Background: an optimization exercise with open tools, aiming at small area and a short achievable clock period. Do not read the settings as production practice.
RTL that was checked went through simulation tests only; none was proved equivalent to the original.
No driver is modelled on the clock port, so clocking that relies on it looks cheaper here than on a real chip.

==> run a: inputs <==
==> flow/design.v (excerpt) <==
module adatreceive(clk8x, rst, sdi, frame_sync, bit_sync,
	ch1, ch2, ch3, ch4,
	ch5, ch6, ch7, ch8);
==> module adatreceive, before the edit <==
module adatreceive(clk8x, rst, sdi, frame_sync, bit_sync,
	ch1, ch2, ch3, ch4,
	ch5, ch6, ch7, ch8);
	input wire clk8x;
	input wire rst;
	input wire sdi;
	output reg frame_sync;
	output wire bit_sync;
	output wire [23:0] ch1;
	output wire [23:0] ch2;
	output wire [23:0] ch3;
	output wire [23:0] ch4;
	output wire [23:0] ch5;
	output wire [23:0] ch6;
	output wire [23:0] ch7;
	output wire [23:0] ch8;
	reg [7:0] bitpos;
	reg [9:0] hist_hi;
	reg [18:0] hist_lo;
	wire [28:0] shiftreg = {hist_hi, hist_lo};
	reg prevbit;
	wire [23:0] sample;
	wire [23:0] rsample;
	wire [23:0] ldval;
	wire sdi_reclocked;
	wire found_sync_pattern;
	assign sample[23:20] = shiftreg[28:25];
	assign sample[19:16] = shiftreg[23:20];
	assign sample[15:12] = shiftreg[18:15];
	assign sample[11:8]  = shiftreg[13:10];
	assign sample[7:4]   = shiftreg[8:5];
	assign sample[3:0]   = shiftreg[3:0];
	genvar i;
	generate
		for (i = 0; i < 24; i = i + 1) begin
			assign rsample[i] = sample[23-i];
		end
	endgenerate
	assign ldval = rst ? 24'd0 : rsample;
	adatreclock reclocker(
		.clk(clk8x),
		.rst(rst),
		.sdi(sdi),
		.sample(sdi_reclocked),
		.sample_valid(bit_sync)
	);
	assign found_sync_pattern =
		(shiftreg[28:19] == 10'b0000000000);
	reg [7:0] ld_q;
	wire [7:0] ld_next;
	assign ld_next[0] = ~found_sync_pattern & (bitpos == 8'd33);
	assign ld_next[1] = ~found_sync_pattern & (bitpos == 8'd63);
	assign ld_next[2] = ~found_sync_pattern & (bitpos == 8'd93);
	assign ld_next[3] = ~found_sync_pattern & (bitpos == 8'd123);
	assign ld_next[4] = ~found_sync_pattern & (bitpos == 8'd153);
	assign ld_next[5] = ~found_sync_pattern & (bitpos == 8'd183);
	assign ld_next[6] = ~found_sync_pattern & (bitpos == 8'd213);
	assign ld_next[7] = ~found_sync_pattern & (bitpos == 8'd243);
	wire [7:0] ld = ld_q | {8{rst}};
	wire [7:0] ldn = ~ld;
	adatrx_hold #(.W(24)) chreg1 (.clk(clk8x), .ld(ld[0]), .ldn(ldn[0]), .d(ldval), .q(ch1));
	adatrx_hold #(.W(24)) chreg2 (.clk(clk8x), .ld(ld[1]), .ldn(ldn[1]), .d(ldval), .q(ch2));
	adatrx_hold #(.W(24)) chreg3 (.clk(clk8x), .ld(ld[2]), .ldn(ldn[2]), .d(ldval), .q(ch3));
	adatrx_hold #(.W(24)) chreg4 (.clk(clk8x), .ld(ld[3]), .ldn(ldn[3]), .d(ldval), .q(ch4));
	adatrx_hold #(.W(24)) chreg5 (.clk(clk8x), .ld(ld[4]), .ldn(ldn[4]), .d(ldval), .q(ch5));
	adatrx_hold #(.W(24)) chreg6 (.clk(clk8x), .ld(ld[5]), .ldn(ldn[5]), .d(ldval), .q(ch6));
	adatrx_hold #(.W(24)) chreg7 (.clk(clk8x), .ld(ld[6]), .ldn(ldn[6]), .d(ldval), .q(ch7));
	adatrx_hold #(.W(24)) chreg8 (.clk(clk8x), .ld(ld[7]), .ldn(ldn[7]), .d(ldval), .q(ch8));
	always @ (posedge clk8x) begin
		if (bit_sync)
			hist_lo <= {hist_hi[0], hist_lo[18:1]};
	end
	always @ (posedge clk8x) begin
		if (rst) begin
			frame_sync <= 1'b0;
			bitpos <= 8'd0;
			hist_hi <= 10'h3ff;
			prevbit <= 1'b0;
			ld_q <= 8'd0;
		end
		else begin
			frame_sync <= bit_sync & found_sync_pattern;
			if (bit_sync) begin
				prevbit <= sdi_reclocked;
				ld_q <= ld_next;
				hist_hi <= {sdi_reclocked ^ prevbit, hist_hi[9:1]};
				if (found_sync_pattern)
					bitpos <= 8'd0;
				else
					bitpos <= bitpos + 8'd1;
			end
		end
	end
endmodule
==> module adatrx_hold, before the edit <==
module adatrx_hold #(parameter W = 24) (clk, ld, ldn, d, q);
	input wire clk;
	input wire ld;
	input wire ldn;
	input wire [W-1:0] d;
	output reg [W-1:0] q;
	always @ (posedge clk)
		q <= ({W{ld}} & d) | ({W{ldn}} & q);
endmodule
clock: 2.7 ns
lec_check: 0
cap_margin: 20
core_margin: 2
core_utilization: 60
cts_cluster_diameter: 60
cts_cluster_size: 30
setup_slack_margin: 1.3
slew_margin: 20
synth_hierarchical: 1
standard.sh (not shown) runs the stock make flow with config.mk's settings and CLKGATE_MAP_FILE= SYNTH_SCRIPT=/design/flow/synth_recipe.tcl, a recipe that flattens the netlist after the stock synthesis.
==> flow/flow/run.sh <==
#!/bin/bash
# Own layout flow: the standard ORFS layout, with one change to clock tree
# synthesis (cts_hook.tcl): the intermediate levels of TritonCTS's tree are
# removed, so the leaf buffers hang directly on the root buffer's net. The tree
# stays balanced (every register is two buffers from the clock port).
# Port buffers start as buf_1 (the smallest buffer) instead of clkdlybuf4s50_1.
# After global placement each output port buffer is moved next to the
# register that drives it, as a buf_2 kept at that size (place_hook.tcl).
set -euo pipefail
here=$(pwd)
export PRE_CTS_TCL=$here/flow/cts_hook.tcl
export BUFFER_PORTS_ARGS="-buffer_cell sky130_fd_sc_hd__buf_1"
export POST_GLOBAL_PLACE_TCL=$here/flow/place_hook.tcl
bash standard.sh > "$here/standard_flow.log" 2>&1
==> flow/flow/cts_hook.tcl <==
# Wrap clock_tree_synthesis: after TritonCTS builds its tree, remove the
# buffers between the root buffer and the leaf (cluster) buffers, and hang
# the leaf buffers directly on the net their removed driver was driven by.
rename clock_tree_synthesis tritoncts_clock_tree_synthesis
proc clock_tree_synthesis { args } {
  tritoncts_clock_tree_synthesis {*}$args
  set block [ord::get_db_block]
  for { set level 1 } { $level < 10 } { incr level } {
    foreach inst [$block getInsts] {
      set name [$inst getName]
      if { ![string match "clkbuf_${level}_*" $name] } { continue }
      set in [[$inst findITerm A] getNet]
      set out [[$inst findITerm X] getNet]
      foreach it [$out getITerms] {
        if { [$it getInst] ne $inst } {
          $it disconnect
          $it connect $in
        }
      }
      odb::dbInst_destroy $inst
      odb::dbNet_destroy $out
      puts "cts_hook: removed $name"
    }
  }
}
==> flow/flow/place_hook.tcl <==
# After global placement: put each output port buffer on the spot of the
# register (or gate) that drives it, so that the register sees only the
# buffer's input and the buffer drives the wire to the port. The buffer is
# made a buf_2 and kept at that size and place by marking it don't-touch
# (detailed placement still legalizes it next to its driver).
set block [ord::get_db_block]
set db [ord::get_db]
set buf2 [$db findMaster sky130_fd_sc_hd__buf_2]
set moved 0
foreach inst [$block getInsts] {
  if { ![string match "output*" [$inst getName]] } { continue }
  set net [[$inst findITerm A] getNet]
  if { $net eq "NULL" } { continue }
  foreach it [$net getITerms] {
    if { [$it isOutputSignal] } {
      set loc [[$it getInst] getLocation]
      $inst swapMaster $buf2
      $inst setLocation [lindex $loc 0] [lindex $loc 1]
      $inst setDoNotTouch 1
      incr moved
      break
    }
  }
}
puts "place_hook: moved $moved output buffers to their drivers"
==> inputs of run b, as changes to run a <==
--- a/flow/design.v
+++ b/flow/design.v
@@ -38,14 +38,12 @@
 	output wire bit_sync;
-	output wire [23:0] ch1;
-	output wire [23:0] ch2;
-	output wire [23:0] ch3;
-	output wire [23:0] ch4;
-	output wire [23:0] ch5;
-	output wire [23:0] ch6;
-	output wire [23:0] ch7;
-	output wire [23:0] ch8;
+	output reg [23:0] ch1;
+	output reg [23:0] ch2;
+	output reg [23:0] ch3;
+	output reg [23:0] ch4;
+	output reg [23:0] ch5;
+	output reg [23:0] ch6;
+	output reg [23:0] ch7;
+	output reg [23:0] ch8;
 	reg [7:0] bitpos;
-	reg [9:0] hist_hi;
-	reg [18:0] hist_lo;
-	wire [28:0] shiftreg = {hist_hi, hist_lo};
+	reg [28:0] shiftreg;
 	reg prevbit;
@@ -88,15 +86,19 @@
 	assign ld_next[7] = ~found_sync_pattern & (bitpos == 8'd243);
-	wire [7:0] ld = ld_q | {8{rst}};
-	wire [7:0] ldn = ~ld;
-	adatrx_hold #(.W(24)) chreg1 (.clk(clk8x), .ld(ld[0]), .ldn(ldn[0]), .d(ldval), .q(ch1));
-	adatrx_hold #(.W(24)) chreg2 (.clk(clk8x), .ld(ld[1]), .ldn(ldn[1]), .d(ldval), .q(ch2));
-	adatrx_hold #(.W(24)) chreg3 (.clk(clk8x), .ld(ld[2]), .ldn(ldn[2]), .d(ldval), .q(ch3));
-	adatrx_hold #(.W(24)) chreg4 (.clk(clk8x), .ld(ld[3]), .ldn(ldn[3]), .d(ldval), .q(ch4));
-	adatrx_hold #(.W(24)) chreg5 (.clk(clk8x), .ld(ld[4]), .ldn(ldn[4]), .d(ldval), .q(ch5));
-	adatrx_hold #(.W(24)) chreg6 (.clk(clk8x), .ld(ld[5]), .ldn(ldn[5]), .d(ldval), .q(ch6));
-	adatrx_hold #(.W(24)) chreg7 (.clk(clk8x), .ld(ld[6]), .ldn(ldn[6]), .d(ldval), .q(ch7));
-	adatrx_hold #(.W(24)) chreg8 (.clk(clk8x), .ld(ld[7]), .ldn(ldn[7]), .d(ldval), .q(ch8));
+	wire ld1 = rst | ld_q[0];
+	wire ld2 = rst | ld_q[1];
+	wire ld3 = rst | ld_q[2];
+	wire ld4 = rst | ld_q[3];
+	wire ld5 = rst | ld_q[4];
+	wire ld6 = rst | ld_q[5];
+	wire ld7 = rst | ld_q[6];
+	wire ld8 = rst | ld_q[7];
 	always @ (posedge clk8x) begin
-		if (bit_sync)
-			hist_lo <= {hist_hi[0], hist_lo[18:1]};
+		if (ld1) ch1 <= ldval;
+		if (ld2) ch2 <= ldval;
+		if (ld3) ch3 <= ldval;
+		if (ld4) ch4 <= ldval;
+		if (ld5) ch5 <= ldval;
+		if (ld6) ch6 <= ldval;
+		if (ld7) ch7 <= ldval;
+		if (ld8) ch8 <= ldval;
 	end
@@ -106,3 +108,3 @@
 			bitpos <= 8'd0;
-			hist_hi <= 10'h3ff;
+			shiftreg <= 29'h1fffffff;
 			prevbit <= 1'b0;
@@ -115,3 +117,3 @@
 				ld_q <= ld_next;
-				hist_hi <= {sdi_reclocked ^ prevbit, hist_hi[9:1]};
+				shiftreg <= {sdi_reclocked ^ prevbit, shiftreg[28:1]};
 				if (found_sync_pattern)
@@ -124,10 +126 @@
 endmodule
-module adatrx_hold #(parameter W = 24) (clk, ld, ldn, d, q);
-	input wire clk;
-	input wire ld;
-	input wire ldn;
-	input wire [W-1:0] d;
-	output reg [W-1:0] q;
-	always @ (posedge clk)
-		q <= ({W{ld}} & d) | ({W{ldn}} & q);
-endmodule
==> flow/run.sh (new file) <==
#!/bin/bash
# synth_recipe.tcl (not shown) runs the flow's synth.tcl, then flattens the netlist and writes it again
# the make line also repeats each setting of config.mk as NAME=value (left out here)
make -C /OpenROAD-flow-scripts/flow DESIGN_CONFIG=/design/flow/config.mk WORK_HOME=/design/flow/orfs CLKGATE_MAP_FILE= SYNTH_SCRIPT=/design/flow/synth_recipe.tcl finish
CORE_UTILIZATION = 40   (was 60)
CTS_CLUSTER_DIAMETER = not set   (was 60)
CTS_CLUSTER_SIZE = not set   (was 30)
SETUP_SLACK_MARGIN = 1.2   (was 1.3)
SYNTH_HIERARCHICAL = not set   (was 1)
removed: flow/flow/run.sh
removed: flow/flow/cts_hook.tcl
removed: flow/flow/place_hook.tcl
removed: flow/standard.sh
==> summary of the runs <==
Against run a, the final cell count of run b is smaller by 16%. In run b the non-clock buffer count is lower than in run a, by 112. Sequential cell count is the same in run b and run a. Against run b, the via count of run a is higher by about 50%. Between run b and run a, the lower clock skew is in run b (gap 5.4 ps). In run a the register-to-register slack is better than in run b, by 20 ps. Critical path depth is the same in run a and run b. Between run b and run a, the lower clock-buffer cell count is in run a (gap 16). Between run b and run a, the lower global-route usage is in run b (gap 17 points). Sequential share of layout area: run b is higher than run a (17 points). Between run a and run b, the lower synthesized cell count is in run b (gap about 45%, measured against run b).
The RTL of run a was laid out without a check of its function.

[what the ideal ports hide]
No port has a modelled driver above. Below, the same layouts with a new extraction and two added sets of constraints.
Step 1: set_driving_cell puts a clkbuf_16 on clk8x and a buf_2 on each other input, an assumption about the parent block.
Step 2 also shifts input and output timing later by t, the mid clock arrival at the registers, as if the neighbouring blocks saw the same clock.
Three values: ideal ports, drivers, drivers and shift; two values: the first two.
run | shift t [ns] | slack for setup (ns) | hold slack, ns | slew at the worst register clock pin (ns) | worst slew at a driven data input, ns
run a | 0.462 | 1.229 / 1.189 / 0.958 | 0.318 / 0.299 / 0.427 | 0.10 / 0.10 | 0.04
run b | 0.534 | 1.086 / 1.042 / 0.754 | 0.426 / 0.426 / 0.426 | 0.06 / 0.06 | 0.03
After both steps every run listed still meets setup and hold. For run b, which loses most, drivers alone change the setup slack by -0.044 ns; drivers and shift together by -0.332 ns.
